What follows belongs to an exercise in optimizing a design on an open flow for small area; a production flow would make more cautious choices. Function was checked by simulation only, so behaviour that the tests miss may differ from the original. Power and IR drop assume default switching activity. The clock port is modelled as an ideal driver; clocking choices that lean on that would not hold on a real chip.

==> design/flow/design.v <==
`timescale 1ns / 1ps
module datapath_32(input clk,rst,
  output [31:0]imem_addr,input [31:0]imem_data,
  output [31:0]dmem_addr,output [31:0]dmem_wdata,output dmem_we,input [31:0]dmem_rdata,
  output halted,
  output retire_valid,output [31:0]retire_pc,output retire_we,output [4:0]retire_rd,output [31:0]retire_data);
localparam [4:0] S_INIT=0, S_A=1, S_B=2, S_C=3, S_MD=4, S_MDQ=5, S_COPY=6, S_SH=7, S_LD=8,
                 S_FIN=9, S_LNA=10, S_HALT=11,
                 S_PCN=16, S_PCB=17, S_PCJ=18, S_PCR=19, S_PCK=20;
reg [4:0] st;
reg [4:0] ph;
reg [4:0] it;             
reg c;                    
reg d;                    
reg e;                    
reg f;                    
reg [31:0] hi, lo, t1, t2, pc;
wire [31:0] ins = imem_data;
wire [5:0] op = ins[31:26];
wire [4:0] rs = ins[25:21];
wire [4:0] rt = ins[20:16];
wire [4:0] rd = ins[15:11];
wire [5:0] fn = ins[5:0];
wire ph0 = (ph == 5'd0);
wire ph31 = (ph == 5'd31);
wire op_r0 = (op == 6'h00);
wire op_r1 = (op == 6'h01);
wire op_r2 = (op == 6'h02);
wire rtype = op_r0 | op_r1 | op_r2;
wire immalu = ((op[5:3] == 3'b000) & (op[2:0] >= 3'd3)) | (op == 6'h2f);
wire op_lw = (op == 6'h08);
wire op_sw = (op == 6'h09);
wire op_li = (op == 6'h0a);
wire op_mov = (op == 6'h0b);
wire op_lna = (op == 6'h0c);
wire op_lui = (op == 6'h19);
wire op_br = (op[5:3] == 3'b010) & (op[2:1] != 2'b11);
wire op_j = (op == 6'h20);
wire op_jr = (op == 6'h21);
wire op_mfhi = (op == 6'h23);
wire op_mflo = (op == 6'h24);
wire op_md = (op == 6'h38);
wire op_hlt = (op == 6'h3f);
wire [5:0] ef = (op == 6'h2f) ? 6'h30 : immalu ? {3'b000, op[2:0] - 3'd2} : fn;
wire is_mul = (rtype & (fn == 6'd9)) | (op_md & (fn == 6'd1));
wire is_div = (rtype & (fn == 6'd10)) | (op_md & (fn == 6'd2));
wire is_md = op_md | is_mul | is_div;
wire is_sll = rtype & (fn == 6'd8);
wire is_srl = rtype & (fn == 6'd11);
wire is_sh = is_sll | is_srl;
wire is_slt = (rtype | immalu) & (ef == 6'h30);
wire is_sub = (ef == 6'd2) | is_slt | op_br;
wire immsrc = immalu | op_r2;                  
wire writes = rtype | immalu | op_lw | op_li | op_lui | op_lna | op_mov | op_mfhi | op_mflo;
wire [4:0] dst = (op_r0 | op_r2) ? rd : (op_r1 | immalu | op_lw) ? rt : rs;
wire [4:0] iadj = op_r2 ? 5'd5 : (op_j | op_br) ? 5'd30 : 5'd0;
wire [4:0] iidx = ph + iadj;
wire [15:0] ilo = ins[15:0];
wire [9:0] ihi = ins[25:16];
wire m16 = ilo[iidx[3:0]];
wire mhi = (iidx[3:0] < 4'd10) & ihi[iidx[3:0]];
reg ivalid;
always @(*) begin
  if (op_r2) ivalid = (ph < 5);
  else if (op_li) ivalid = (ph < 21);
  else if (op_lui) ivalid = ph[4];
  else if (op_j) ivalid = (ph >= 2) && (ph < 28);
  else if (op_br) ivalid = (ph >= 2) && (ph < 18);
  else ivalid = ~ph[4];
end
wire immb = ivalid & ((iidx[4] & ~op_lui) ? mhi : m16);
wire sA = (st == S_A), sB = (st == S_B), sMD = (st == S_MD), sCOPY = (st == S_COPY);
wire sLNA = (st == S_LNA), init = (st == S_INIT), sFIN = (st == S_FIN);
wire sPC = st[4];
wire use_rs = (sA & (op_lw | op_sw | op_jr | is_div)) | (sB & ~op_sw) | (sMD & is_mul);
wire [4:0] raddr = use_rs ? rs : rt;
wire [31:0] taps;
wire rp = taps[raddr];
wire bsrc = immsrc ? immb : rp;                
wire pc0 = pc[0];
wire mbit = ph0 ? t2[0] : f;                   
wire phi = ph31 ? e : t1[1];                   
reg ax, ay, ac0;
always @(*) begin
  ax = rp; ay = t1[0] ^ is_sub; ac0 = is_sub;    
  if (sPC | sLNA) begin
    ax = pc0; ay = (st == S_PCB) & t2[0]; ac0 = 1'b0;
  end else if (sCOPY) begin
    ax = is_div ? t1[0] : phi; ay = is_div & f & rp; ac0 = 1'b0;
  end else if (sMD & is_div) begin
    ax = ph0 ? t2[31] : d; ay = bsrc ^ ~f; ac0 = ~f;
  end else if (sMD) begin
    ax = phi; ay = mbit & rp; ac0 = 1'b0;
  end else if (sA) begin
    ax = rp & ~(immsrc | is_md); ay = immb & (immsrc | op_lw | op_sw) & ~is_md; ac0 = 1'b0;
  end
end
wire cin = (ph0 ? ac0 : c) | ((sPC | sLNA) & (ph == 5'd2));
wire sum = ax ^ ay ^ cin;
wire cout = (ax & ay) | (ax & cin) | (ay & cin);
reg res;
always @(*) begin
  if (op_sw) res = rp;
  else if (op_br) res = immb;
  else if (is_sh) res = ~f & rp;
  else case (ef)
    6'd1, 6'd2: res = sum;
    6'd3: res = rp & t1[0];
    6'd4: res = rp | t1[0];
    6'd5: res = rp ^ t1[0];
    6'd6: res = ~rp;
    default: res = 1'b0;
  endcase
end
wire neq = (~ph0 & f) | (rp ^ t1[0]);
wire ge = cout;
reg tk;
always @(*) begin
  case (op[2:0])
    3'd0: tk = ~neq;
    3'd1: tk = neq;
    3'd2: tk = ge & neq;
    3'd3: tk = ge;
    3'd4: tk = ~ge;
    default: tk = ~ge | ~neq;
  endcase
end
wire t1in = (sA | sMD) ? sum : t1[0];
reg t2in;
always @(*) begin
  t2in = t2[0];
  case (st)
    S_A: begin
      if (op_mfhi) t2in = hi[0];
      else if (op_mflo) t2in = lo[0];
      else if (op_li | op_lui | op_j | op_br) t2in = immb;
      else if (is_md) t2in = (is_mul & bsrc) | (is_div & rp);
      else t2in = rp;
    end
    S_B: t2in = res;
    S_C: t2in = ph0 & f;
    S_MD: t2in = is_div ? (ph0 ? ~f : e) : (ph31 ? t1[1] : t2[1]);
    S_MDQ: t2in = ph0 ? ~f : e;
    S_SH: t2in = is_sll ? (~ph0 & e) : (~ph31 & t2[1]);
    S_LD: t2in = ph0 ? dmem_rdata[it] : e;
    S_LNA: t2in = sum;
    default: ;
  endcase
end
reg kbit;
always @(*) begin
  case (it[2:0])
    3'd0: kbit = (ph == 5'd0);
    3'd1: kbit = (ph == 5'd1);
    3'd2: kbit = 1'b1;
    3'd3: kbit = (ph == 5'd2);
    3'd4: kbit = (ph == 5'd0) | (ph == 5'd2);
    3'd5: kbit = (ph == 5'd1) | (ph == 5'd2);
    3'd6: kbit = (ph <= 5'd2);
    default: kbit = (ph[1:0] == 2'd1);
  endcase
end
wire khi = (ph == 5'd1) | (ph == 5'd4) | (ph == 5'd5);    
wire klo = (ph == 5'd1) | (ph == 5'd2) | (ph == 5'd4);    
wire wen = init | sFIN;
wire [4:0] waddr = init ? {2'b00, it[2:0]} : dst;
wire wbit = init ? kbit : t2[0];
genvar g;
generate
  for (g = 0; g < 32; g = g + 1) begin : R
    reg [31:0] q;
    always @(posedge clk) q <= {(wen && waddr == g) ? wbit : q[0], q[31:1]};
    assign taps[g] = q[0];
  end
endgenerate
always @(posedge clk) begin
  hi <= {init ? khi : sCOPY ? sum : hi[0], hi[31:1]};
  lo <= {init ? klo : sCOPY ? t2[0] : lo[0], lo[31:1]};
  t1 <= {t1in, t1[31:1]};
  t2 <= {t2in, t2[31:1]};
end
reg pcin;
always @(*) begin
  case (st)
    S_PCJ: pcin = (ph < 28) ? t2[0] : sum;
    S_PCR: pcin = t2[0];
    S_PCK, S_LNA: pcin = pc0;
    S_INIT: pcin = 1'b0;
    default: pcin = sum;
  endcase
end
wire pc_en = sPC | init | sLNA;
always @(posedge clk)
  if (pc_en) pc <= {pcin, pc[31:1]};
wire [4:0] it_dec = it - 5'd1;
wire sh_done = (~it_dec == t1[5:1]);
always @(posedge clk) begin
  c <= cout;
  d <= t1[0];
  if ((sMD | sCOPY) & ~is_div) begin
    if (sMD & ph31) e <= cout;
  end else if (sA) e <= 1'b0;
  else e <= t2[0];
  if (sA) f <= is_sh & ((~ph0 & f) | (bsrc & (ph >= 5)));
  else if (sB & op_br) f <= neq;
  else if (sB & is_slt & ph31) f <= ~cout;
  else if (sMD & is_div & ph31) f <= t1[0] ^ ~f ^ cout;
  else if (sMD & is_mul & ph0) f <= t2[0];
  if (rst) begin
    st <= S_INIT;
    ph <= 5'd0;
    it <= 5'd7;
  end else begin
    ph <= ph + 5'd1;
    if (ph31) begin
      case (st)
        S_INIT: begin
          it <= it_dec;
          if (it == 5'd0) st <= S_A;
        end
        S_A: begin
          it <= 5'd31;
          if (is_md) st <= (is_mul | is_div) ? S_MD : S_COPY;
          else if (rtype | immalu | op_sw | op_br) st <= S_B;
          else if (op_lw) st <= S_LD;
          else if (op_li | op_lui | op_mov | op_mfhi | op_mflo) st <= S_FIN;
          else if (op_lna) st <= S_LNA;
          else if (op_j) st <= S_PCJ;
          else if (op_jr) st <= S_PCR;
          else if (op_hlt) st <= S_PCK;
          else st <= S_PCN;
        end
        S_B: begin
          if (is_slt) st <= S_C;
          else if (is_sh) st <= (f | (t1[5:1] == 5'd0)) ? S_FIN : S_SH;
          else if (op_sw) st <= S_PCN;
          else if (op_br) st <= tk ? S_PCB : S_PCN;
          else st <= S_FIN;
        end
        S_C: st <= S_FIN;
        S_MD: begin
          it <= it_dec;
          if (it == 5'd0) st <= is_div ? S_MDQ : op_md ? S_COPY : S_FIN;
        end
        S_MDQ: st <= op_md ? S_COPY : S_FIN;
        S_COPY: st <= S_PCN;
        S_SH: begin
          it <= it_dec;
          if (sh_done) st <= S_FIN;
        end
        S_LD: begin
          it <= it_dec;
          if (it == 5'd0) st <= S_FIN;
        end
        S_FIN: st <= S_PCN;
        S_LNA: st <= S_FIN;
        S_PCK: st <= S_HALT;
        S_HALT: st <= S_HALT;
        default: st <= S_A;    
      endcase
    end
  end
end
assign imem_addr = pc;
assign retire_pc = pc;
assign dmem_addr = t1;
assign dmem_wdata = t2;
assign retire_data = t2;
assign retire_valid = sPC & ph0;
assign dmem_we = (st == S_PCN) & ph0 & op_sw;
assign retire_we = writes;
assign retire_rd = dst;
assign halted = (st == S_HALT);
endmodule
==> design/flow/standard.sh <==
#!/bin/bash
# synth_recipe.tcl (not shown) runs the flow's synth.tcl, then flattens the netlist and writes it again
# the make line also repeats each setting of config.mk as NAME=value (left out here)
make -C /OpenROAD-flow-scripts/flow DESIGN_CONFIG=/design/flow/config.mk WORK_HOME=/design/flow/orfs CLKGATE_MAP_FILE= SYNTH_SCRIPT=/design/flow/synth_recipe.tcl "${@:-finish}"
==> design/flow/constraint.sdc <==
create_clock -name core_clock -period 135.0 [get_ports {clk}]
set_input_delay 27.0000 -clock core_clock [delete_from_list [all_inputs] [get_ports {clk}]]
set_output_delay 27.0000 -clock core_clock [all_outputs]
set_load 0.01 [all_outputs]
==> design/flow/config.mk <==
export PLATFORM = sky130hd
export DESIGN_NAME = datapath_32
export DESIGN_NICKNAME = datapath_32
export VERILOG_FILES = /design/flow/design.v
export SDC_FILE = /design/flow/constraint.sdc
export NUM_CORES = 8
export LEC_CHECK = 0
export CAP_MARGIN = 20
export CORE_MARGIN = 2
export CORE_UTILIZATION = 40
export SETUP_SLACK_MARGIN = 3
export SLEW_MARGIN = 20
==> design/flow/flow/run.sh <==
#!/bin/bash
# The standard ORFS layout (the standard.sh) with two changes: the port buffers are the
# smallest buffer cell, and the clock tree is built from clkbuf_16 clusters of up to 36 sinks,
# without dummy loads. ORFS's full output goes to orfs_flow.log.
set -euo pipefail
bash standard.sh \
  "BUFFER_PORTS_ARGS=-buffer_cell sky130_fd_sc_hd__buf_1" \
  "CTS_ARGS=-sink_clustering_enable -repair_clock_nets -dont_use_dummy_load -buf_list sky130_fd_sc_hd__clkbuf_16 -sink_clustering_size 36 -sink_clustering_max_diameter 100" \
  finish > orfs_flow.log 2>&1
==> results of run 1 <==
final timing paths:
path              slack (ps)     startpoint      endpoint  cells past startpoint
setup / recovery       78440  imem_data[26]  retire_rd[2]                      7
setup reg to reg      128970          st[0]        t2[31]                     17
hold / removal           250         hi[21]        hi[20]                      0
hold reg to reg          250         hi[21]        hi[20]                      0
cell families (layout without fill, tap and decap cells):
logic type / Yosys count / in the layout
AOI/OAI and AO/OA: 170 / 170
xor gates and xnor gates: 19 / 19
adders and majority gates: 20 / 20
buffers and inverters: 133 / 303
DFF: 1203 / 1203
muxes: 96 / 96
other: 0 / 2
and+or+nand+nor: 300 / 300
Yosys cell counts, drive strengths merged (24+ instances only):
master / number
buf: 86
nand2: 67
nand3: 24
o21ai: 31
nor2: 90
mux4: 29
clkbuf: 28
edfxtp: 34
a21oi: 48
mux2: 36
mux2i: 31
dfxtp: 1169
report_power, final:
group / internal (mW) / switching [mW] / total [mW]
combinational: 0.00426 / 0.00759 / 0.0119
clock: 0.0565 / 0.0927 / 0.149
sequential: 0.361 / 0.00159 / 0.362
total: 0.421 / 0.102 / 0.523
state kept, by name, indices dropped and copies added (netlist names), 5 cells and up:
signal,flops
lo,32
hi,32
t2,32
t1,32
it,5
ph,5
R.q,1024
pc,32
st,5
per-stage QoR:
step	instance area, um^2	instances	utilization (%)
finish	32300	3082	43.6
global route	32300	3080	43.5
CTS	32300	3080	43.5
detailed placement	31200	3038	42.1
global placement	31200	3038	42.1
floorplan	29800	1941	-
metal layers:
metal | global-route usage (%) | vias to the layer above
li1 | - | 6692
met1 | 20.2 | 6746
met2 | 22.4 | 369
met3 | 2.67 | 82
met4 | 4.19 | 4
met5 | 0 | -
layout make-up:
cell class                 instances  area, um^2
sequential                      1203       24400
timing repair buffer             242         938
antenna                            2        5.00
fill                            6654       41800
multi-input combinational        605        4560
tap                              969        1210
clock buffer                      42        1050
inverter                          19        71.3
==> reports/metrics.cfg, run 1 <==
[floorplan]
die_x_um=277
core_area_mm2=0.0741
rows=100
io_pins=235
start_util_pct=40.2
dieArea_mm2=0.0767
die-height_um=277

[power]
p_total_mw=0.523
p_leak_nw=12.4
powerDensity_mw_per_mm2=16.2
irDropWorstVdd_v=0.0000132

[global_routing]
grt_pass1_wl_um=83200
overflow=0
grt_max_degree=37
antenna_found_initial=5
grt_usage_pct=14.3
first_global_vias=13200

[drt]
route.detailed.drc=0
dr_wl_met2_um=24300
drtIter0Drc=831
wl_per_cell_um=18.0
drt-met1-wl_um=26700
drtPass1Iterations=7
drtAntennaViolNets=0
top_layer_used=met5
via_count=13900
dr_wl_met3_um=3100
via_per_inst=4.51
wirelength_um=55600

[critical_path]
max_stage_delay_ps=680
cp_num_buf_inv=2
crit_path_start_kind=input port
path_common_cell=buf_1
cp_slowest_cell=buf_1
criticalPathCategory=in2out
cp_top_family=simple AND/OR/NAND/NOR gates
worst_ep_arrival_time_ps=29560
cp.required_ps=108000
cp_max_fo=21
cp-end-kind=primary output
cp_cell_sequence=buf_1, nand4_1, or3b_1, nand3_2, mux2i_1, o21ai_2, buf_1

[synth]
syn_nets=2027
ys.flop_type=dfxtp_1
ys_ff_latch=1203
synth_top_cell_by_area=dfxtp_1
synth_compound_area_share_pct=3.93
synth_area_mm2=0.0298
synth-seq-area-share_pct=81.9
netlist_instances=1941
synthXorXnorAreaFrac_pct=0.605
synth_cell_types=87
synth_warnings=1
synthMuxAreaShare_pct=4.63
syn_area_per_cell_um2=15.4
synth-async-reset-ratio_pct=0
synth_top_family_by_area=simple AND/OR/NAND/NOR gates
yosys.area_share.adder_pct=0.890
synth_edf_count=34
synth_area_leaders=dfxtp_1 79%, edfxtp_1 3.4%, mux4_2 2.2%, buf_4 1.8%, mux2_2 1.2%
synth_top_area_share_pct=78.5
synthSimpleGateAreaFrac_pct=5.23

[clocking]
clkSinkCount=1203
cts_tree=done
insertion_delay_ps=610
cts_inserted_buffers=42
cts_hold_buf=0
path_clk_slew_ps=110
cts_root_buffer=clkbuf_16
cts_resized=0
postCtsSetupBuffers=0
cts_buffer_depth=3
cts_max_level=2

[sta]
min_period_ps=56560
fin_tns_setup_ps=0
fin_skew_ps=86.0
rsz0062_at_grt=false
timing.hold.ws_ps=246
slew_viol_final=0
slew_headroom_pct=28.9
hold_viol_final=0
worst_pin_slew_ps=1070
period_share_pct=41.9
fmax_mhz=17.7
finalWorstSetupSlack_ps=78440
finalSetupViolCount=0

[cells_and_area]
mostFrequentLayoutCell=dfxtp_1
drive_gt1_share_pct=6.58
final_cell_mix=1169 x dfxtp_1, 234 x buf_1, 90 x nor2_1
final_nets=2199
area_growth_pct=8.24

[placement]
place_ws_ps=78460
io_buffers=234
hpwlAfterDp_um=40200
place_congestion=0.905

[status]
status=finished clean

[job]
drv_cap=0

[min_path]
hp-class=reg2reg

==> run 2, diff against run 1 <==
--- a/design/flow/design.v
+++ b/design/flow/design.v
@@ -55,18 +55,16 @@
 wire [4:0] dst = (op_r0 | op_r2) ? rd : (op_r1 | immalu | op_lw) ? rt : rs;
-wire [4:0] iadj = op_r2 ? 5'd5 : (op_j | op_br) ? 5'd30 : 5'd0;
-wire [4:0] iidx = ph + iadj;
 wire [15:0] ilo = ins[15:0];
 wire [9:0] ihi = ins[25:16];
-wire m16 = ilo[iidx[3:0]];
-wire mhi = (iidx[3:0] < 4'd10) & ihi[iidx[3:0]];
-reg ivalid;
-always @(*) begin
-  if (op_r2) ivalid = (ph < 5);
-  else if (op_li) ivalid = (ph < 21);
-  else if (op_lui) ivalid = ph[4];
-  else if (op_j) ivalid = (ph >= 2) && (ph < 28);
-  else if (op_br) ivalid = (ph >= 2) && (ph < 18);
-  else ivalid = ~ph[4];
-end
-wire immb = ivalid & ((iidx[4] & ~op_lui) ? mhi : m16);
+wire [4:0] isa = ins[9:5];
+wire m16 = ilo[ph[3:0]];
+wire mhi = (ph[3:0] < 4'd10) & ihi[ph[3:0]];
+wire msh = (ph < 5) & isa[ph[2:0]];
+reg immb;
+always @(*) begin
+  if (op_r2) immb = msh;
+  else if (op_li) immb = (ph < 21) & (ph[4] ? mhi : m16);
+  else if (op_j) immb = (ph < 26) & (ph[4] ? mhi : m16);
+  else if (op_lui) immb = ph[4] & m16;
+  else immb = ~ph[4] & m16;
+end
 wire sA = (st == S_A), sB = (st == S_B), sMD = (st == S_MD), sCOPY = (st == S_COPY);
@@ -86,3 +84,3 @@
   if (sPC | sLNA) begin
-    ax = pc0; ay = (st == S_PCB) & t2[0]; ac0 = 1'b0;
+    ax = pc0; ay = (st == S_PCB) & t2[30]; ac0 = 1'b0;
   end else if (sCOPY) begin
@@ -144,3 +142,3 @@
     S_SH: t2in = is_sll ? (~ph0 & e) : (~ph31 & t2[1]);
-    S_LD: t2in = ph0 ? dmem_rdata[it] : e;
+    S_LD: t2in = ph0 ? dmem_rdata[~it] : e;
     S_LNA: t2in = sum;
@@ -184,3 +182,3 @@
   case (st)
-    S_PCJ: pcin = (ph < 28) ? t2[0] : sum;
+    S_PCJ: pcin = (ph < 28) ? t2[30] : sum;
     S_PCR: pcin = t2[0];
@@ -194,4 +192,4 @@
   if (pc_en) pc <= {pcin, pc[31:1]};
-wire [4:0] it_dec = it - 5'd1;
-wire sh_done = (~it_dec == t1[5:1]);
+wire [4:0] it_inc = it + 5'd1;
+wire it_last = (it == 5'd31);
 always @(posedge clk) begin
@@ -211,3 +209,3 @@
     ph <= 5'd0;
-    it <= 5'd7;
+    it <= 5'd0;
   end else begin
@@ -217,7 +215,7 @@
         S_INIT: begin
-          it <= it_dec;
-          if (it == 5'd0) st <= S_A;
+          it <= it_inc;
+          if (it == 5'd7) st <= S_A;
         end
         S_A: begin
-          it <= 5'd31;
+          it <= 5'd0;
           if (is_md) st <= (is_mul | is_div) ? S_MD : S_COPY;
@@ -241,4 +239,4 @@
         S_MD: begin
-          it <= it_dec;
-          if (it == 5'd0) st <= is_div ? S_MDQ : op_md ? S_COPY : S_FIN;
+          it <= it_inc;
+          if (it_last) st <= is_div ? S_MDQ : op_md ? S_COPY : S_FIN;
         end
@@ -247,8 +245,8 @@
         S_SH: begin
-          it <= it_dec;
-          if (sh_done) st <= S_FIN;
+          it <= it_inc;
+          if (it_inc == t1[5:1]) st <= S_FIN;
         end
         S_LD: begin
-          it <= it_dec;
-          if (it == 5'd0) st <= S_FIN;
+          it <= it_inc;
+          if (it_last) st <= S_FIN;
         end
==> reports/metrics.cfg, run 2 <==
[sta]
finalSetupViolCount=0  ; unchanged
slew_viol_final=0  ; unchanged
slew_headroom_pct=34.0  ; +5.1 points
fin_tns_setup_ps=0  ; unchanged
hold_viol_final=0  ; unchanged
min_period_ps=56950  ; +391 ps
rsz0062_at_grt=false
worst_pin_slew_ps=988  ; -77.8 ps
fmax_mhz=17.6  ; -0.69%
timing.hold.ws_ps=239  ; -7.61 ps
fin_skew_ps=98.3  ; +12.3 ps
period_share_pct=42.2  ; +0.29 points

[job]
drv_cap=0  ; unchanged

[critical_path]
ff2ff_setup_slack_ps=128100  ; -870 ps
cp_top_family=simple AND/OR/NAND/NOR gates
cp_max_fo=19  ; -9.5%
r2r_end=t2[31]
worstSetupPathDepth=9  ; +2
cp-end-kind=primary output
cp_cell_sequence=buf_1, nand2_1, nor3_1, nor2b_1, nand2_1, mux2i_1, o21a_1, inv_1, buf_1
cp_num_buf_inv=3  ; +1
timing.rr.start=st[1]
crit_path_start_kind=input port
rr_worst_depth=19  ; +2
worst_ep_arrival_time_ps=29950  ; +390 ps
criticalPathCategory=in2out
cp_slowest_cell=buf_1
max_stage_delay_ps=640  ; -40 ps
cp.required_ps=108000  ; about the same

[drt]
via_count=13500  ; -3.1%
wirelength_um=50800  ; -8.6%
via_per_inst=4.40  ; -2.3%
drtAntennaViolNets=0  ; unchanged
drtIter0Drc=771  ; -7.2%
route.detailed.drc=0  ; unchanged
wl_per_cell_um=16.6  ; -7.9%
drtPass1Iterations=7  ; unchanged

[power]
p_seq_share_pct=69.4  ; +0.2 points
powerDensity_mw_per_mm2=16.5  ; +1.5%
power.share.switching_pct=19.3  ; -0.18 points
p_sw_mw=0.101  ; -0.97%
p_int_mw=0.422  ; +0.20%
irDropWorstVdd_v=0.0000127  ; -3.8%
p_comb_share_pct=1.7  ; -0.6 points
clockPowerShare_pct=28.9  ; +0.4 points
p_leak_nw=12.2  ; -1.6%

[global_routing]
grt_max_degree=37  ; unchanged
grt_usage_pct=13.2  ; -1.1 points
antenna_found_initial=1  ; -4
overflow=0  ; unchanged
grt_pass1_wl_um=76000  ; -8.7%
first_global_vias=12800  ; -3.0%

[cells_and_area]
final_cell_mix=1169 x dfxtp_1, 234 x buf_1, 90 x nor2_1
instances_no_fill=3057  ; -0.81%
final_nets=2180  ; -0.86%
drive_gt1_share_pct=5.91  ; -0.67 points
largest_register_ffs=1024  ; unchanged
area_growth_pct=8.68
mostFrequentLayoutCell=dfxtp_1
top_register=R.q

[floorplan]
io_pins=235  ; unchanged
die-height_um=274  ; -0.93%
dieArea_mm2=0.0753  ; -1.8%
start_util_pct=40.2  ; about the same
die_x_um=274  ; -0.93%
rows=99  ; -1.0%
core_area_mm2=0.0727  ; -1.8%

[min_path]
min_to=R[6].q[17]
hp-class=reg2reg
min_from=R[6].q[18]
holdPathStages=0  ; unchanged

[synth]
synth_area_mm2=0.0292  ; -1.9%
syn_area_per_cell_um2=15.2  ; -0.85%
synth_area_leaders=dfxtp_1 80%, edfxtp_1 3.5%, buf_4 1.7%, mux2_2 1.4%, mux2i_1 1.4%
syn_nets=2002  ; -1.2%
netlist_instances=1921  ; -1.0%
synth_top_area_share_pct=80.0  ; +1.5 points
synth_common_cells=1169 x dfxtp_1, 90 x nor2_1, 83 x nand2_1, 65 x buf_4, 46 x o21ai_0
synth-async-reset-ratio_pct=0  ; unchanged
synth_edf_count=34  ; unchanged
ys.flop_type=dfxtp_1
synth_top_cell_by_area=dfxtp_1
synth-seq-area-share_pct=83.5  ; +1.6 points
synth.most_common_cell=dfxtp_1
synth_cell_types=72  ; -17%
ys_ff_latch=1203  ; unchanged
synth_warnings=1  ; unchanged

[placement]
place_congestion=0.885  ; -2.3%
io_buffers=234  ; unchanged
hpwlAfterDp_um=35200  ; -12%
dp_cells=3013  ; -0.82%

[clocking]
cts_inserted_buffers=43  ; +2.4%
cts_hold_buf=0  ; unchanged
insertion_delay_ps=620  ; about the same
path_clk_slew_ps=110  ; about the same
cts_root_buffer=clkbuf_16
cts_resized=0  ; unchanged
cts_buffer_depth=3  ; unchanged
cts_max_level=2  ; unchanged
clkSinkCount=1203  ; unchanged
cts_tree=done
postCtsSetupBuffers=0  ; unchanged

[status]
status=finished clean

==> run 2: how the worst max path moves through the flow <==
stage,from,to
final,imem_data[26],retire_rd[2]
after global routing,imem_data[26],retire_rd[2]
after CTS,imem_data[26],retire_rd[2]
after detailed placement,imem_data[26],retire_rd[2]
after global placement,imem_data[26],retire_rd[2]
after floorplan,imem_data[28],retire_rd[4]
==> run 2: final cells by class <==
type	count	area, um^2
Tap cell	959	1200
Inverter	25	93.8
Antenna cell	1	2.50
Clock buffer	43	1080
Sequential cell	1203	24400
Multi-Input combinational cell	581	4030
Timing Repair Buffer	245	961
Fill cell	6473	40900
==> run 2: through the flow <==
stage	instance area, um^2	power, mW	worst slack [ps]	utilization [%]
5_1_grt	31800	0.543	77690	43.7
3_5_place_dp	30700	0.380	78070	42.2
3_3_place_gp	30700	0.380	78120	42.2
6_report	31800	0.523	78050	43.7
2_1_floorplan	29200	0.376	79100	-
4_1_cts	31800	0.530	78070	43.7
==> run 2: per-layer routing <==
| layer | track usage (%) | vias up | part of all wire (%) | wire, um |
|---|---|---|---|---|
| met3 | 2.44 | 73 | 5.1 | 2590 |
| met1 | 17.9 | 6452 | 48 | 24300 |
| li1 | - | 6556 | - | - |
| met5 | 0 | - | 0 | 0 |
| met2 | 21.4 | 376 | 44 | 22600 |
| met4 | 4.42 | 0 | 2.6 | 1340 |
==> run 2: power groups by stage <==
stage / Clock [mW] / Sequential [mW] / Combinational (mW)
floorplan: 0 / 0.370 / 0.00545
global placement: 0 / 0.371 / 0.00905
detailed placement: 0 / 0.371 / 0.00900
CTS: 0.158 / 0.363 / 0.00908
global route: 0.170 / 0.364 / 0.00988
finish: 0.151 / 0.363 / 0.00909
==> run 2: worst reg2reg max path: cells and delay by family (launching register included) <==
kind / cells / cell delay (ps)
AO/OA/AOI/OAI: 8 / 1960
multiplexers: 4 / 1680
AND/OR/NAND/NOR: 5 / 1650
adder cells (fa/ha/maj): 1 / 710
flip-flops: 1 / 550
buffers and inverters: 1 / 180
==> run 2: logic make-up (layout without fill, tap and decap cells) <==
| kind of cell | Yosys count | count (layout) | synth area share, % |
|---|---|---|---|
| DFF | 1203 | 1203 | 83.5 |
| and+or+nand+nor | 292 | 292 | 4.77 |
| AOI/OAI and AO/OA | 159 | 159 | 3.45 |
| buffers and inverters | 137 | 313 | 2.76 |
| muxes | 98 | 98 | 4.34 |
| xor gates and xnor gates | 17 | 17 | 0.509 |
| adders and majority gates | 15 | 15 | 0.667 |
| other | 0 | 1 | 0 |
==> run 3, diff against run 2 <==
==> design/flow/flow/run.sh (replaced) <==
#!/bin/bash
set -euo pipefail
bash standard.sh \
  "BUFFER_PORTS_ARGS=-buffer_cell sky130_fd_sc_hd__buf_1" \
  "CTS_ARGS=-sink_clustering_enable -repair_clock_nets -dont_use_dummy_load -buf_list sky130_fd_sc_hd__clkbuf_16 -sink_clustering_size 38 -sink_clustering_max_diameter 90" \
  finish > orfs_flow.log 2>&1
--- a/design/flow/config.mk
+++ b/design/flow/config.mk
@@ -10,3 +10,3 @@
 export CORE_UTILIZATION = 40
-export SETUP_SLACK_MARGIN = 3
+export PLACE_DENSITY = 0.6
 export SLEW_MARGIN = 20
==> reports/metrics.cfg, run 3 <==
[status]
status=finished clean

[placement]
hpwlAfterDp_um=35200  ; unchanged
dp_cells=3013  ; unchanged
place_ws_ps=78070  ; unchanged
place_congestion=0.885  ; unchanged
io_buffers=234  ; unchanged

[sta]
hold_viol_final=0  ; unchanged
finalSetupViolCount=0  ; unchanged
finalWorstSetupSlack_ps=78010  ; -37.0 ps
slew_headroom_pct=34.9  ; +0.90 points
rsz0062_at_grt=false
fin_tns_setup_ps=0  ; unchanged
fmax_mhz=17.5  ; about the same
min_period_ps=56990  ; +37.0 ps
period_share_pct=42.2  ; about the same
worst_pin_slew_ps=975  ; -13.4 ps
slew_viol_final=0  ; unchanged
fin_skew_ps=101  ; +2.44 ps

[power]
p_sw_mw=0.101  ; about the same
p_comb_share_pct=1.7  ; about the same
clockPowerShare_pct=28.7  ; -0.2 points
irDropWorstVdd_v=0.0000118  ; -7.0%
power.share.switching_pct=19.3  ; +0.052 points
powerDensity_mw_per_mm2=16.4  ; -0.14%
p_int_mw=0.421  ; -0.29%
p_leak_nw=12.2  ; -0.10%
p_seq_share_pct=69.5  ; about the same

[synth]
synth-seq-area-share_pct=83.5  ; unchanged
syn_area_per_cell_um2=15.2  ; unchanged
synthXorXnorAreaFrac_pct=0.509  ; unchanged
synthMuxAreaShare_pct=4.34  ; unchanged
synth_edf_count=34  ; unchanged
synth_top_cell_by_area=dfxtp_1
synth_warnings=1  ; unchanged
yosys.area_share.adder_pct=0.667  ; unchanged
syn_nets=2002  ; unchanged
synth_area_leaders=dfxtp_1 80%, edfxtp_1 3.5%, buf_4 1.7%, mux2_2 1.4%, mux2i_1 1.4%
synth_top_family_by_area=simple AND/OR/NAND/NOR gates
netlist_instances=1921  ; unchanged
synth_common_cells=1169 x dfxtp_1, 90 x nor2_1, 83 x nand2_1, 65 x buf_4, 46 x o21ai_0
synth_compound_area_share_pct=3.45  ; unchanged
synth_area_mm2=0.0292  ; unchanged
synth-async-reset-ratio_pct=0  ; unchanged
ys_ff_latch=1203  ; unchanged
ys.flop_type=dfxtp_1
synthSimpleGateAreaFrac_pct=4.77  ; unchanged
synth.most_common_cell=dfxtp_1
synth_top_area_share_pct=80.0  ; unchanged
synth_cell_types=72  ; unchanged

[cells_and_area]
instances_no_fill=3055  ; -0.065%
mostFrequentLayoutCell=dfxtp_1
antenna_cells=0  ; -1
final_nets=2179  ; -0.046%
top_register=R.q
largest_register_ffs=1024  ; unchanged
final_cell_mix=1169 x dfxtp_1, 234 x buf_1, 90 x nor2_1
drive_gt1_share_pct=5.87  ; -0.045 points
area_growth_pct=8.58  ; about the same

[critical_path]
criticalPathCategory=in2out
cp_cell_sequence=buf_1, nand2_1, nor3_1, nor2b_1, nand2_1, mux2i_1, o21a_1, inv_1, buf_1
max_stage_delay_ps=660  ; +20 ps
worst_ep_arrival_time_ps=29990  ; +40 ps
cp_max_fo=19  ; unchanged
cp.required_ps=108000  ; about the same
crit_path_start_kind=input port
cp_slowest_cell=nor3_1
rr_worst_depth=19  ; unchanged
cp-end-kind=primary output
cp_num_buf_inv=3  ; unchanged
worstSetupPathDepth=9  ; unchanged
cp_top_family=simple AND/OR/NAND/NOR gates

[clocking]
cts_tree=done
cts_root_buffer=clkbuf_16
cts_hold_buf=0  ; unchanged
postCtsSetupBuffers=0  ; unchanged
cts_max_level=2  ; unchanged
insertion_delay_ps=640  ; +20 ps
clkSinkCount=1203  ; unchanged
path_clk_slew_ps=120  ; about the same
cts_resized=0  ; unchanged
cts_buffer_depth=3  ; unchanged
cts_inserted_buffers=42  ; -2.3%

[floorplan]
dieArea_mm2=0.0753  ; unchanged
rows=99  ; unchanged
die_x_um=274  ; unchanged
io_pins=235  ; unchanged
core_area_mm2=0.0727  ; unchanged
start_util_pct=40.2  ; unchanged
die-height_um=274  ; unchanged

[drt]
via_count=13400  ; -0.44%
route.detailed.drc=0  ; unchanged
wl_per_cell_um=16.6  ; about the same
via_per_inst=4.39  ; -0.37%
drtAntennaViolNets=0  ; unchanged
drtPass1Iterations=5  ; -2
drtIter0Drc=809  ; +4.9%
wirelength_um=50800  ; about the same

[global_routing]
grt_pass1_wl_um=75800  ; -0.18%
grt_max_degree=39  ; +5.4%
first_global_vias=12800  ; -0.34%
antenna_found_initial=0  ; -1
grt_usage_pct=13.2  ; -0.029 points
overflow=0  ; unchanged

[job]
drv_cap=0  ; unchanged

[min_path]
holdPathStages=0  ; unchanged
hp-class=reg2reg

-- run 3: cell counts after synthesis --
Identical to the previous run, type by type.
-- run 3: path summary, 6_finish.rpt --
kind / from / endpoint / slack (ps)
worst max-delay path: imem_data[26] / retire_rd[2] / 78010
worst min-delay path: R[18].q[21] / R[18].q[20] / 240
worst max register to register: st[4] / t2[31] / 128070
worst min register to register: R[18].q[21] / R[18].q[20] / 240
-- run 3: final cells by class --
type,instances,area (um^2)
Fill cell,6478,41000
Inverter,25,93.8
Multi-Input combinational cell,581,4030
Clock buffer,42,1050
Tap cell,959,1200
Sequential cell,1203,24400
Timing Repair Buffer,245,961
-- run 3: layer usage --
layer / routed length [um] / vias up / global-route usage [%]
met5: 0 / - / 0
met4: 1450 / 0 / 4.38
met3: 2450 / 83 / 2.36
met2: 22300 / 368 / 21.3
met1: 24600 / 6398 / 18.0
li1: - / 6549 / -
-- run 3: cells by family (layout without fill, tap and decap cells) --
group	count (synthesis)	count (layout)
AO/OA/AOI/OAI	159	159
flip-flops	1203	1203
multiplexers	98	98
adder cells (fa/ha/maj)	15	15
buffers and inverters	137	312
AND/OR/NAND/NOR	292	292
XOR/XNOR	17	17
-- run 3: stage by stage --
step	util (%)	area [um^2]	total power, mW	hold WS, ps
2_1_floorplan	-	29200	0.376	310
3_3_place_gp	42.2	30700	0.380	310
3_5_place_dp	42.2	30700	0.380	312
4_1_cts	43.7	31800	0.528	235
5_1_grt	43.7	31800	0.541	227
6_report	43.7	31800	0.522	236
-- run 3: power by group through the flow --
| stage | clock (mW) | combinational (mW) | sequential, mW |
|---|---|---|---|
| after floorplan | 0 | 0.00545 | 0.370 |
| after global placement | 0 | 0.00905 | 0.371 |
| after detailed placement | 0 | 0.00900 | 0.371 |
| after CTS | 0.156 | 0.00908 | 0.363 |
| after global routing | 0.168 | 0.00989 | 0.364 |
| final | 0.150 | 0.00910 | 0.363 |
==> run 4, diff against run 3 <==
==> design/flow/flow/run.sh (replaced) <==
#!/bin/bash
# Own layout flow:
#  1. the standard synthesis (standard.sh synth), unchanged;
#  2. the combinational logic of its netlist is mapped again by ABC with an area script
#     (flow/remap.tcl, flow/remap.abc); every flip-flop keeps its cell and instance name;
#  3. the rest of the standard ORFS flow (standard.sh finish) from that netlist, with the
#     port buffers made of the smallest buffer cell and a clock tree of clkbuf_16 clusters
#     of up to 36 sinks without dummy loads.
# Each tool's full output goes to a log file in this folder.
set -euo pipefail
ARGS=(
  "BUFFER_PORTS_ARGS=-buffer_cell sky130_fd_sc_hd__buf_1"
  "CTS_ARGS=-sink_clustering_enable -repair_clock_nets -dont_use_dummy_load -buf_list sky130_fd_sc_hd__clkbuf_16 -sink_clustering_size 36 -sink_clustering_max_diameter 100"
)
bash standard.sh "${ARGS[@]}" synth > orfs_synth.log 2>&1

PLAT=${FLOW_PLATFORM:-sky130hd}
R=orfs/results/$PLAT/datapath_32/base
PDIR=$FLOW_HOME/platforms/$PLAT
YOSYS=$FLOW_HOME/../tools/install/yosys/bin/yosys
[[ -x $YOSYS ]] || YOSYS=$(command -v yosys)
cp $R/1_2_yosys.v $R/1_2_yosys_standard.v
REMAP_LIB=$PDIR/lib/sky130_fd_sc_hd__tt_025C_1v80.lib \
REMAP_IN=$R/1_2_yosys_standard.v \
REMAP_OUT=$R/1_2_yosys_remap.v \
REMAP_TOP=${FLOW_TOP:-datapath_32} \
REMAP_SCRIPT=$PWD/flow/remap.abc \
REMAP_DONT_USE="$(sed -n '/DONT_USE_CELLS/,/^#/p' $PDIR/config.mk | grep -o 'sky130_fd_sc_hd__[a-z0-9_]*' | sort -u | tr '\n' ' ')" \
  $YOSYS -c flow/remap.tcl > remap.log 2>&1
cp $R/1_2_yosys_remap.v $R/1_2_yosys.v
rm -f $R/1_synth.odb

bash standard.sh "${ARGS[@]}" finish > orfs_flow.log 2>&1
==> design/flow/flow/remap.abc (new file) <==
strash
dc2
dch -f
map -a
strash
dch -f
map -a
topo
==> design/flow/flow/remap.tcl (new file) <==
# Re-map the combinational logic of the standard synthesis netlist for area.
# Every cell with a state element (flip-flops, latches) is kept as it is, with its instance
# name, so the registers stay those of the standard synthesis; the rest is turned back into
# gates and mapped again by ABC with an area-oriented script (no buffering or upsizing,
# which a 135 ns clock does not need).
yosys -import
set lib $::env(REMAP_LIB)
read_liberty -ignore_miss_func $lib
read_verilog $::env(REMAP_IN)
hierarchy -top $::env(REMAP_TOP)
setattr -mod -set keep_hierarchy 1 {*_df*} {*_edf*} {*_sdf*} {*_sedf*} {*_dl*}
flatten
opt_clean -purge
set dont_use {}
foreach c $::env(REMAP_DONT_USE) { lappend dont_use -dont_use $c }
abc -liberty $lib {*}$dont_use -script $::env(REMAP_SCRIPT)
opt_clean -purge
hilomap -singleton -hicell sky130_fd_sc_hd__conb_1 HI -locell sky130_fd_sc_hd__conb_1 LO
insbuf -buf sky130_fd_sc_hd__buf_4 A X
splitnets
opt_clean -purge
stat -liberty $lib
select $::env(REMAP_TOP)
write_verilog -selected -noattr -nohex -nodec $::env(REMAP_OUT)
--- a/design/flow/config.mk
+++ b/design/flow/config.mk
@@ -10,3 +10,3 @@
 export CORE_UTILIZATION = 40
-export PLACE_DENSITY = 0.6
+export SETUP_SLACK_MARGIN = 3
 export SLEW_MARGIN = 20
==> reports/metrics.cfg, run 4 <==
[cells_and_area]
drive_gt1_share_pct=2.52  ; -3.3 points
fillCellCount=6527  ; +0.76%
final_nets=2288  ; +5.0%
mostFrequentLayoutCell=dfxtp_1
top_register=R.q
area_growth_pct=7.44
final_cell_mix=1169 x dfxtp_1, 234 x buf_1, 181 x nor2_1
largest_register_ffs=1024  ; unchanged

[critical_path]
cp_num_buf_inv=5  ; +2
criticalPathCategory=in2out
cp_slowest_cell=o21bai_1
worst_ep_arrival_time_ps=29830  ; -160 ps
cp-end-kind=primary output
cp_cell_sequence=buf_1, nor2_1, clkinv_1, nor2_1, clkinv_1, nor2_1, o21ai_0, o21bai_1, o21ai_0, nand2_1, o21ai_0, clkinv_1, buf_1
max_stage_delay_ps=600  ; -60 ps
cp_top_family=compound AO/OA/AOI/OAI gates
crit_path_start_kind=input port
cp.required_ps=108000  ; about the same
cp_max_fo=10  ; -9

[power]
powerDensity_mw_per_mm2=16.7  ; +1.8%
irDropWorstVdd_v=0.0000129  ; +9.3%
p_total_mw=0.521  ; -0.21%
p_leak_nw=11.8  ; -3.3%

[sta]
finalSetupViolCount=0  ; unchanged
hold_viol_final=0  ; unchanged
worst_pin_slew_ps=1030  ; +58.0 ps
fmax_mhz=17.6  ; +0.28%
min_period_ps=56830  ; -157 ps
rsz0062_at_grt=false
period_share_pct=42.1  ; -0.12 points
slew_headroom_pct=30.4  ; -4.5 points
slew_viol_final=0  ; unchanged
fin_skew_ps=80.6  ; -20.1 ps
fin_tns_setup_ps=0  ; unchanged

[clocking]
cts_root_buffer=clkbuf_16
postCtsSetupBuffers=0  ; unchanged
path_clk_slew_ps=120  ; about the same
insertion_delay_ps=600  ; -40 ps
cts_max_level=2  ; unchanged
cts_resized=0  ; unchanged
cts_inserted_buffers=41  ; -2.4%
cts_tree=done
clkSinkCount=1203  ; unchanged
cts_buffer_depth=3  ; unchanged
cts_hold_buf=0  ; unchanged

[placement]
place_congestion=0.876  ; -0.95%
io_buffers=234  ; unchanged
hpwlAfterDp_um=38400  ; +9.0%

[drt]
route.detailed.drc=0  ; unchanged
via_count=13900  ; +3.7%
drtAntennaViolNets=0  ; unchanged
wirelength_um=53200  ; +4.6%
drtIter0Drc=807  ; -0.25%
wl_per_cell_um=16.8  ; +0.78%
drtPass1Iterations=5  ; unchanged
via_per_inst=4.38  ; -0.17%

[global_routing]
grt_pass1_wl_um=80800  ; +6.5%
first_global_vias=13500  ; +5.9%
antenna_found_initial=1  ; +1
grt_usage_pct=14.1  ; +0.92 points
overflow=0  ; unchanged
grt_max_degree=37  ; -5.1%

[status]
status=finished clean

[min_path]
hp-class=reg2reg

[floorplan]
die_x_um=273  ; -0.46%
rows=98  ; -1.0%
core_area_mm2=0.0716  ; -1.5%
io_pins=235  ; unchanged
dieArea_mm2=0.0746  ; -0.91%
die-height_um=273  ; -0.46%
start_util_pct=40.5  ; +0.24 points

[synth]
synth_area_mm2=0.0290  ; -0.92%
syn_area_per_cell_um2=14.0  ; -8.1%
netlist_instances=2072  ; +7.9%
synth_warnings=1  ; unchanged
syn_nets=2138  ; +6.8%

[job]
drv_cap=0  ; unchanged

==> run 4: worst reg2reg max path, stage by stage, from the launching register on <==
cell and delay, ps:
dfxtp_1 620, clkinv_1 410, nor2_1 290, nand2_1 360, o21ai_0 940, nor2_1 160, a32oi_1 610, nor2_1 250
a22oi_1 230, nand3_1 80, a221oi_1 240, a32oi_1 90, or2_2 330, nand2_1 300, a22oi_1 160, a41oi_1 410
xnor2_1 240, clkinv_1 310, o311ai_0 780
==> run 4: metrics by stage <==
step | setup WS [ps] | cells | utilization (%) | hold WS (ps) | instance area [um^2]
after floorplan | 79420 | 2072 | - | 310 | 29000
after global placement | 78170 | 3129 | 42.0 | 310 | 30100
after detailed placement | 78170 | 3129 | 42.0 | 312 | 30100
after CTS | 78150 | 3170 | 43.5 | 300 | 31100
after global routing | 77780 | 3170 | 43.5 | 297 | 31100
final | 78170 | 3172 | 43.5 | 290 | 31100
==> run 4: path summary, 6_finish.rpt <==
kind / cells past startpoint / start / endpoint / slack (ps)
min reg2reg: 0 / R[9].q[14] / R[9].q[13] / 290
min: 0 / R[9].q[14] / R[9].q[13] / 290
max reg2reg: 18 / st[0] / pc[31] / 127900
max: 13 / imem_data[30] / retire_rd[4] / 78170
==> run 4: where the power goes <==
part	internal (mW)	total [mW]	switching, mW
clock network	0.0553	0.149	0.0935
logic	0.00247	0.00919	0.00671
registers	0.361	0.363	0.00151
total	0.419	0.521	0.102
==> run 4: layer usage <==
layer,global-route usage (%),routed length [um],vias up
li1,-,-,6859
met1,19.6,25900,6626
met2,22.6,23400,324
met3,2.37,2480,79
met4,4.50,1420,0
met5,0,0,-
==> run 4: cell type report <==
class / count / area, um^2 / share of cell area (%)
Tap cell: 950 / 1190 / 3.82
Multi-Input combinational cell: 614 / 3110 / 9.97
Inverter: 121 / 454 / 1.46
Clock buffer: 41 / 1030 / 3.30
Sequential cell: 1203 / 24400 / 78.4
Timing Repair Buffer: 241 / 931 / 2.99
Antenna cell: 2 / 5.00 / 0.0161
==> run 5, diff against run 4 <==
--- a/design/flow/design.v
+++ b/design/flow/design.v
@@ -6,6 +6,5 @@
   output retire_valid,output [31:0]retire_pc,output retire_we,output [4:0]retire_rd,output [31:0]retire_data);
-localparam [4:0] S_INIT=0, S_A=1, S_B=2, S_C=3, S_MD=4, S_MDQ=5, S_COPY=6, S_SH=7, S_LD=8,
-                 S_FIN=9, S_LNA=10, S_HALT=11,
-                 S_PCN=16, S_PCB=17, S_PCJ=18, S_PCR=19, S_PCK=20;
-reg [4:0] st;
+localparam [3:0] S_INIT=0, S_A=1, S_B=2, S_LOOP=3, S_Q=4, S_FIN=5, S_LNA=6, S_HALT=7,
+                 S_PCN=8, S_PCB=9, S_PCJ=10, S_PCR=11, S_PCK=12;
+reg [3:0] st;
 reg [4:0] ph;
@@ -69,5 +68,6 @@
 end
-wire sA = (st == S_A), sB = (st == S_B), sMD = (st == S_MD), sCOPY = (st == S_COPY);
+wire sA = (st == S_A), sB = (st == S_B), sLOOP = (st == S_LOOP), sQ = (st == S_Q);
 wire sLNA = (st == S_LNA), init = (st == S_INIT), sFIN = (st == S_FIN);
-wire sPC = st[4];
+wire sPC = st[3];
+wire sMD = sLOOP & is_md;
 wire use_rs = (sA & (op_lw | op_sw | op_jr | is_div)) | (sB & ~op_sw) | (sMD & is_mul);
@@ -85,3 +85,3 @@
     ax = pc0; ay = (st == S_PCB) & t2[30]; ac0 = 1'b0;
-  end else if (sCOPY) begin
+  end else if (sFIN) begin
     ax = is_div ? t1[0] : phi; ay = is_div & f & rp; ac0 = 1'b0;
@@ -138,7 +138,8 @@
     S_B: t2in = res;
-    S_C: t2in = ph0 & f;
-    S_MD: t2in = is_div ? (ph0 ? ~f : e) : (ph31 ? t1[1] : t2[1]);
-    S_MDQ: t2in = ph0 ? ~f : e;
-    S_SH: t2in = is_sll ? (~ph0 & e) : (~ph31 & t2[1]);
-    S_LD: t2in = ph0 ? dmem_rdata[~it] : e;
+    S_LOOP: begin
+      if (is_md) t2in = is_div ? (ph0 ? ~f : e) : (ph31 ? t1[1] : t2[1]);
+      else if (op_lw) t2in = ph0 ? dmem_rdata[~it] : e;
+      else t2in = is_sll ? (~ph0 & e) : (~ph31 & t2[1]);
+    end
+    S_Q: t2in = ph0 ? ~f : e;
     S_LNA: t2in = sum;
@@ -162,3 +163,3 @@
 wire klo = (ph == 5'd1) | (ph == 5'd2) | (ph == 5'd4);    
-wire wen = init | sFIN;
+wire wen = init | (sFIN & writes);
 wire [4:0] waddr = init ? {2'b00, it[2:0]} : dst;
@@ -174,4 +175,4 @@
 always @(posedge clk) begin
-  hi <= {init ? khi : sCOPY ? sum : hi[0], hi[31:1]};
-  lo <= {init ? klo : sCOPY ? t2[0] : lo[0], lo[31:1]};
+  hi <= {init ? khi : (sFIN & op_md) ? sum : hi[0], hi[31:1]};
+  lo <= {init ? klo : (sFIN & op_md) ? t2[0] : lo[0], lo[31:1]};
   t1 <= {t1in, t1[31:1]};
@@ -197,3 +198,3 @@
   d <= t1[0];
-  if ((sMD | sCOPY) & ~is_div) begin
+  if ((sMD | sFIN) & ~is_div) begin
     if (sMD & ph31) e <= cout;
@@ -203,3 +204,3 @@
   else if (sB & op_br) f <= neq;
-  else if (sB & is_slt & ph31) f <= ~cout;
+  else if (sB & is_slt) f <= cout;
   else if (sMD & is_div & ph31) f <= t1[0] ^ ~f ^ cout;
@@ -220,5 +221,5 @@
           it <= 5'd0;
-          if (is_md) st <= (is_mul | is_div) ? S_MD : S_COPY;
+          if (is_md) st <= (is_mul | is_div) ? S_LOOP : S_FIN;
           else if (rtype | immalu | op_sw | op_br) st <= S_B;
-          else if (op_lw) st <= S_LD;
+          else if (op_lw) st <= S_LOOP;
           else if (op_li | op_lui | op_mov | op_mfhi | op_mflo) st <= S_FIN;
@@ -231,4 +232,4 @@
         S_B: begin
-          if (is_slt) st <= S_C;
-          else if (is_sh) st <= (f | (t1[5:1] == 5'd0)) ? S_FIN : S_SH;
+          if (is_slt) st <= S_Q;
+          else if (is_sh) st <= (f | (t1[5:1] == 5'd0)) ? S_FIN : S_LOOP;
           else if (op_sw) st <= S_PCN;
@@ -237,17 +238,7 @@
         end
-        S_C: st <= S_FIN;
-        S_MD: begin
+        S_LOOP: begin
           it <= it_inc;
-          if (it_last) st <= is_div ? S_MDQ : op_md ? S_COPY : S_FIN;
-        end
-        S_MDQ: st <= op_md ? S_COPY : S_FIN;
-        S_COPY: st <= S_PCN;
-        S_SH: begin
-          it <= it_inc;
-          if (it_inc == t1[5:1]) st <= S_FIN;
-        end
-        S_LD: begin
-          it <= it_inc;
-          if (it_last) st <= S_FIN;
-        end
+          if (is_sh ? (it_inc == t1[5:1]) : it_last) st <= is_div ? S_Q : S_FIN;
+        end
+        S_Q: st <= S_FIN;
         S_FIN: st <= S_PCN;
--- a/design/flow/flow/run.sh
+++ b/design/flow/flow/run.sh
@@ -12,3 +12,3 @@
   "BUFFER_PORTS_ARGS=-buffer_cell sky130_fd_sc_hd__buf_1"
-  "CTS_ARGS=-sink_clustering_enable -repair_clock_nets -dont_use_dummy_load -buf_list sky130_fd_sc_hd__clkbuf_16 -sink_clustering_size 36 -sink_clustering_max_diameter 100"
+  "CTS_ARGS=-sink_clustering_enable -repair_clock_nets -dont_use_dummy_load -buf_list sky130_fd_sc_hd__clkbuf_8 -sink_clustering_size 20 -sink_clustering_max_diameter 80"
 )
@@ -26,3 +26,3 @@
 REMAP_TOP=${FLOW_TOP:-datapath_32} \
-REMAP_SCRIPT=$PWD/flow/remap.abc \
+REMAP_SCRIPTS="$(ls $PWD/flow/remap*.abc | tr "\n" " ")" \
 REMAP_DONT_USE="$(sed -n '/DONT_USE_CELLS/,/^#/p' $PDIR/config.mk | grep -o 'sky130_fd_sc_hd__[a-z0-9_]*' | sort -u | tr '\n' ' ')" \
--- a/design/flow/flow/remap.tcl
+++ b/design/flow/flow/remap.tcl
@@ -3,4 +3,4 @@
 # name, so the registers stay those of the standard synthesis; the rest is turned back into
-# gates and mapped again by ABC with an area-oriented script (no buffering or upsizing,
-# which a 135 ns clock does not need).
+# gates and mapped again by ABC with several area-oriented scripts (no buffering or
+# upsizing, which a 135 ns clock does not need); the smallest result is kept.
 yosys -import
@@ -15,3 +15,21 @@
 foreach c $::env(REMAP_DONT_USE) { lappend dont_use -dont_use $c }
-abc -liberty $lib {*}$dont_use -script $::env(REMAP_SCRIPT)
+design -save base
+set best_area 1e30
+set best_script ""
+foreach script $::env(REMAP_SCRIPTS) {
+  design -load base
+  abc -liberty $lib {*}$dont_use -script $script
+  opt_clean -purge
+  tee -q -o remap_stat.txt stat -liberty $lib
+  set fh [open remap_stat.txt r]
+  set st [read $fh]
+  close $fh
+  set area 1e30
+  regexp "Chip area for module '.$::env(REMAP_TOP)': (\[0-9.\]+)" $st -> area
+  puts "REMAP $script area $area"
+  if {$area < $best_area} { set best_area $area; set best_script $script }
+}
+puts "REMAP best $best_script area $best_area"
+design -load base
+abc -liberty $lib {*}$dont_use -script $best_script
 opt_clean -purge
==> design/flow/flow/remap1.abc (new file) <==
strash
dc2
dch -f
map -a
strash
dc2
dch -f
map -a
strash
dch -f
map -a
amap
topo
==> design/flow/flow/remap2.abc (new file) <==
strash
dc2
dch -f
map -a
strash
dc2
dch -f
amap
strash
dch -f
amap
topo
==> design/flow/flow/remap3.abc (new file) <==
strash
dc2
dch -f
map -a
strash
dc2
dch -f
map -a
strash
dc2
dch -f
map -a
strash
dc2
dch -f
map -a
strash
dch -f
amap
topo
==> design/flow/flow/remap4.abc (new file) <==
strash
dc2
dch -f
map -a
strash
dch -f
map -a
topo
==> design/flow/flow/remap5.abc (new file) <==
strash
dc2
dch -f
map -a
mfs -a
strash
dc2
dch -f
map -a
topo
--- a/design/flow/config.mk
+++ b/design/flow/config.mk
@@ -7,2 +7,3 @@
 export LEC_CHECK = 0
+export ABC_AREA = 1
 export CAP_MARGIN = 20
@@ -10,3 +11,2 @@
 export CORE_UTILIZATION = 40
-export SETUP_SLACK_MARGIN = 3
 export SLEW_MARGIN = 20
removed: design/flow/flow/remap.abc
==> reports/metrics.cfg, run 5 <==
[clocking]
cts_buffer_depth=3  ; unchanged
cts_inserted_buffers=73  ; +78%
clkSinkCount=1202  ; -0.083%
cts_root_buffer=clkbuf_8
cts_tree=done
cts_hold_buf=0  ; unchanged
path_clk_slew_ps=110  ; about the same
postCtsSetupBuffers=0  ; unchanged
cts_resized=0  ; unchanged
insertion_delay_ps=670  ; +70 ps
cts_max_level=3  ; +1

[sta]
fin_tns_setup_ps=0  ; unchanged
hold_viol_final=0  ; unchanged
period_share_pct=42.5  ; +0.35 points
min_period_ps=57310  ; +478 ps
fin_skew_ps=96.9  ; +16.3 ps
worst_pin_slew_ps=1050  ; +16.2 ps
slew_headroom_pct=29.8  ; -0.57 points
finalSetupViolCount=0  ; unchanged
slew_viol_final=0  ; unchanged
rsz0062_at_grt=false
fmax_mhz=17.4  ; -0.83%

[cells_and_area]
area_growth_pct=7.53  ; about the same
regArea_mm2=0.0244  ; about the same
final_cell_mix=1168 x dfxtp_1, 234 x buf_1, 157 x nor2_1
fillCellCount=6528  ; +0.015%
multi_input_area_mm2=0.00296  ; -4.8%
final_nets=2203  ; -3.7%
top_register=R.q
instances_no_fill=3088  ; -2.6%
largest_register_ffs=1024  ; unchanged
mostFrequentLayoutCell=dfxtp_1
drive_gt1_share_pct=3.89  ; +1.4 points

[status]
status=finished clean

[power]
p_comb_share_pct=1.9  ; about the same
irDropWorstVdd_v=0.0000117  ; -9.5%
p_leak_nw=11.6  ; -1.8%
p_sw_mw=0.103  ; +0.76%
clockPowerShare_pct=27.8  ; -0.8 points
p_seq_share_pct=70.3  ; +0.6 points
powerDensity_mw_per_mm2=16.7  ; -0.17%
p_total_mw=0.515  ; -1.2%
p_int_mw=0.412  ; -1.6%
power.share.switching_pct=19.9  ; +0.38 points

[critical_path]
cp.required_ps=108000  ; about the same
criticalPathCategory=in2out
crit_path_start_kind=input port
cp_max_fo=7  ; -3
worst_ep_arrival_time_ps=30310  ; +480 ps
cp-end-kind=primary output

[placement]
io_buffers=234  ; unchanged
place_congestion=0.972  ; +11%
dp_cells=3012  ; -3.7%
hpwlAfterDp_um=37600  ; -1.9%

[job]
drv_cap=0  ; unchanged

[min_path]
hp-class=reg2reg

[floorplan]
start_util_pct=40.2  ; -0.23 points
core_area_mm2=0.0712  ; -0.51%
die_x_um=272  ; -0.53%
dieArea_mm2=0.0738  ; -1.1%
die-height_um=272  ; -0.53%
rows=98  ; unchanged
io_pins=235  ; unchanged

[global_routing]
grt_pass1_wl_um=80300  ; -0.59%
overflow=0  ; unchanged
grt_max_degree=33  ; -11%
first_global_vias=13500  ; -0.17%
grt_usage_pct=14.3  ; +0.13 points
antenna_found_initial=2  ; +1

[synth]
synth_warnings=1  ; unchanged
netlist_instances=1954  ; -5.7%
synth_area_mm2=0.0287  ; -1.1%
syn_area_per_cell_um2=14.7  ; +4.9%
syn_nets=2020  ; -5.5%

[drt]
via_per_inst=4.50  ; +2.8%
drtAntennaViolNets=0  ; unchanged
drtIter0Drc=777  ; -3.7%
wirelength_um=53100  ; -0.17%
drtPass1Iterations=5  ; unchanged
wl_per_cell_um=17.2  ; +2.5%
via_count=13900  ; +0.072%
route.detailed.drc=0  ; unchanged

[run 5: layer usage]
metal | wire length, um | GRT usage (%) | vias up | share of wire (%)
met4 | 1600 | 5.48 | 0 | 3.0
li1 | - | - | 6647 | -
met5 | 0 | 0 | - | 0
met2 | 24300 | 23.0 | 430 | 46
met3 | 2600 | 3.11 | 100 | 4.9
met1 | 24600 | 18.8 | 6721 | 46
[run 5: through the flow]
| stage | utilization (%) | instance area [um^2] | setup WS [ps] | hold WS [ps] |
|---|---|---|---|---|
| after floorplan | - | 28700 | 79200 | 310 |
| after global placement | 41.8 | 29800 | 77740 | 310 |
| after detailed placement | 41.8 | 29800 | 77720 | 312 |
| after CTS | 43.3 | 30800 | 77710 | 288 |
| after global routing | 43.3 | 30800 | 77380 | 286 |
| final | 43.3 | 30800 | 77690 | 280 |
[run 5: worst max-delay path, stage by stage]
cell,delay (ps)
buf_1,350
clkinv_1,250
nor2_1,310
nand3_1,140
nor3_1,600
nor2_1,230
nand2_1,280
o22ai_1,100
a21oi_1,520
clkinv_1,240
buf_1,260
[run 5: worst paths after layout]
| kind | start | end | slack, ps | cells after the start |
|---|---|---|---|---|
| max | imem_data[26] | retire_rd[2] | 77690 | 11 |
| min | R[7].q[16] | R[7].q[15] | 280 | 0 |
| max reg2reg | st[3] | t2[31] | 126460 | 31 |
| min reg2reg | R[7].q[16] | R[7].q[15] | 280 | 0 |
[run 5: layout make-up]
type,count,area share [%]
Timing Repair Buffer,242,3.04
Inverter,86,1.05
Clock buffer,73,3.26
Multi-Input combinational cell,532,9.59
Tap cell,950,3.86
Antenna cell,3,0.0244
Sequential cell,1202,79.2
[run 5: power groups by stage]
stage                     Clock [mW]  Combinational, mW  Sequential [mW]
after detailed placement           0            0.00984            0.370
final                          0.143            0.00991            0.362
after global routing           0.163             0.0106            0.363
after CTS                      0.150            0.00988            0.362
after floorplan                    0            0.00508            0.370
after global placement             0             0.0100            0.370
==> run 6, diff against run 5 <==
--- a/design/flow/flow/run.sh
+++ b/design/flow/flow/run.sh
@@ -12,3 +12,3 @@
   "BUFFER_PORTS_ARGS=-buffer_cell sky130_fd_sc_hd__buf_1"
-  "CTS_ARGS=-sink_clustering_enable -repair_clock_nets -dont_use_dummy_load -buf_list sky130_fd_sc_hd__clkbuf_8 -sink_clustering_size 20 -sink_clustering_max_diameter 80"
+  "CTS_ARGS=-sink_clustering_enable -repair_clock_nets -dont_use_dummy_load -buf_list sky130_fd_sc_hd__clkbuf_16 -sink_clustering_size 36 -sink_clustering_max_diameter 100"
 )
==> reports/metrics.cfg, run 6 <==
[clocking]
postCtsSetupBuffers=0  ; unchanged
insertion_delay_ps=620  ; -50 ps
cts_max_level=2  ; -1
cts_buffer_depth=3  ; unchanged
cts_tree=done
cts_root_buffer=clkbuf_16
cts_hold_buf=0  ; unchanged
clkSinkCount=1202  ; unchanged
cts_resized=0  ; unchanged
cts_inserted_buffers=41  ; -44%
path_clk_slew_ps=110  ; about the same

[floorplan]
dieArea_mm2=0.0738  ; unchanged
core_area_mm2=0.0712  ; unchanged
rows=98  ; unchanged
die-height_um=272  ; unchanged
start_util_pct=40.2  ; unchanged
io_pins=235  ; unchanged
die_x_um=272  ; unchanged

[placement]
io_buffers=234  ; unchanged
dp_cells=3012  ; unchanged
hpwlAfterDp_um=37600  ; unchanged
dpl_cell_area_mm2=0.0298  ; unchanged
place_congestion=0.972  ; unchanged
place_ws_ps=77720  ; unchanged

[drt]
wirelength_um=52600  ; -0.89%
drtAntennaViolNets=0  ; unchanged
drtIter0Drc=819  ; +5.4%
route.detailed.drc=0  ; unchanged
via_per_inst=4.47  ; -0.72%
drtPass1Iterations=5  ; unchanged
via_count=13700  ; -1.8%
wl_per_cell_um=17.2  ; +0.18%

[synth]
syn_nets=2020  ; unchanged
synth_warnings=1  ; unchanged
netlist_instances=1954  ; unchanged
syn_area_per_cell_um2=14.7  ; unchanged
synth_area_mm2=0.0287  ; unchanged

[critical_path]
crit_start=imem_data[26]
ff2ff_setup_slack_ps=126640  ; +180 ps
crit_path_start_kind=input port
cp_max_fo=7  ; unchanged
cp.required_ps=108000  ; about the same
r2r_end=t2[31]
rr_worst_depth=31  ; unchanged
cp_cell_sequence=buf_1, clkinv_1, nor2_1, nand3_1, nor3_1, nor2_1, nand2_1, o22ai_1, a21oi_1, clkinv_1, buf_1
max_stage_delay_ps=600  ; about the same
timing.rr.start=st[3]
endpoint=retire_rd[2]
worst_ep_arrival_time_ps=30340  ; +30 ps
criticalPathCategory=in2out
cp-end-kind=primary output
cp_slowest_cell=nor3_1

[cells_and_area]
largest_register_ffs=1024  ; unchanged
final_cell_mix=1168 x dfxtp_1, 234 x buf_1, 157 x nor2_1
top_register=R.q
mostFrequentLayoutCell=dfxtp_1
fillCellCount=6492  ; -0.55%
drive_gt1_share_pct=2.43  ; -1.5 points
instances_no_fill=3055  ; -1.1%
final_nets=2171  ; -1.5%
regArea_mm2=0.0244  ; unchanged
multi_input_area_mm2=0.00296  ; unchanged
area_growth_pct=7.60  ; about the same
design_area_mm2=0.0308  ; about the same

[global_routing]
grt_max_degree=37  ; +12%
grt_pass1_wl_um=79400  ; -1.2%
first_global_vias=13200  ; -2.3%
overflow=0  ; unchanged
antenna_found_initial=2  ; unchanged
grt_usage_pct=14.1  ; -0.21 points

[sta]
slew_headroom_pct=28.0  ; -1.8 points
fin_tns_setup_ps=0  ; unchanged
period_share_pct=42.5  ; about the same
worst_pin_slew_ps=1080  ; +27.7 ps
fin_skew_ps=103  ; +5.76 ps
fmax_mhz=17.4  ; about the same
slew_viol_final=0  ; unchanged
finalSetupViolCount=0  ; unchanged
min_period_ps=57340  ; +24.8 ps
hold_viol_final=0  ; unchanged
finalWorstSetupSlack_ps=77660  ; -24.8 ps
rsz0062_at_grt=false

[min_path]
hp-class=reg2reg

[power]
powerDensity_mw_per_mm2=16.8  ; +0.87%
clockPowerShare_pct=28.4  ; +0.6 points
p_leak_nw=11.6  ; -0.17%
power.share.switching_pct=19.4  ; -0.50 points
p_comb_share_pct=1.9  ; about the same
p_int_mw=0.419  ; +1.6%
irDropWorstVdd_v=0.0000105  ; -10%
p_seq_share_pct=69.7  ; -0.6 points
p_sw_mw=0.101  ; -1.6%

[job]
drv_cap=0  ; unchanged

[status]
status=finished clean

## run 6: area by class of cell
class                      count  share of cell area [%]
timing repair buffer         242                    3.04
tap                          950                    3.85
clock buffer                  41                    3.33
inverter                      86                    1.05
antenna                        2                  0.0162
sequential                  1202                    79.1
multi-input combinational    532                    9.59
## run 6: power groups by stage
stage / Sequential, mW / Clock, mW / Combinational [mW]
finish: 0.362 / 0.148 / 0.00990
global route: 0.363 / 0.166 / 0.0106
CTS: 0.362 / 0.154 / 0.00989
detailed placement: 0.370 / 0 / 0.00984
global placement: 0.370 / 0 / 0.0100
floorplan: 0.370 / 0 / 0.00508
## run 6: stage by stage
step | power [mW] | utilization [%] | hold WS, ps
CTS | 0.526 | 43.3 | 248
global placement | 0.380 | 41.8 | 310
floorplan | 0.375 | - | 310
detailed placement | 0.380 | 41.8 | 312
finish | 0.520 | 43.3 | 259
global route | 0.540 | 43.3 | 247
## run 6: worst max-delay path, delay by kind of cell
| family | cells | cell delay [ps] |
|---|---|---|
| compound gates | 2 | 640 |
| simple gates | 5 | 1550 |
| buf+inv | 4 | 1140 |
## run 6: per-layer routing
layer	wire (um)	up-vias	track usage (%)
li1	-	6590	-
met2	24000	385	22.9
met3	2710	100	2.77
met4	1530	0	4.53
met1	24400	6576	18.8
met5	0	-	0
## run 6: worst min path at each step
stage	from	endpoint	depth (start not counted)
final	R[5].q[12]	R[5].q[11]	0
after global routing	R[6].q[18]	R[6].q[17]	0
after CTS	R[6].q[18]	R[6].q[17]	0
after detailed placement	R[5].q[8]	R[5].q[7]	0
after global placement	R[25].q[5]	R[25].q[4]	0
after floorplan	R[0].q[1]	R[0].q[0]	0

static timing again, ports no longer ideal:
In the flow no input, the clock included, has a driving cell. The finished layouts below were timed again as built, in two steps.
Step 1 (the two cells are an assumption about what drives the block):
set clk [get_ports {clk}]
set_driving_cell -lib_cell sky130_fd_sc_hd__clkbuf_16 $clk
set_driving_cell -lib_cell sky130_fd_sc_hd__buf_2 [delete_from_list [all_inputs] $clk]
Step 2 times the ports against the registers' clock, not the clock port: input delays grow and output delays shrink by t, the midpoint of the rising clock arrivals with the driver on.
a / b / c = no drivers / after step 1 / after step 2; a / b = the first two.
run	t, ns	setup WS [ns]	worst setup path after step 2
run 1	0.627	78.436 / 78.402 / 78.402	input to output
run 2	0.627	78.046 / 77.992 / 77.992	input to output
run 3	0.631	78.009 / 77.955 / 77.955	input to output
run 4	0.621	78.166 / 78.128 / 78.128	input to output
run 5	0.682	77.689 / 77.663 / 77.663	input to output
run 6	0.623	77.664 / 77.638 / 77.638	input to output
After both steps setup and hold are still met in every run listed.
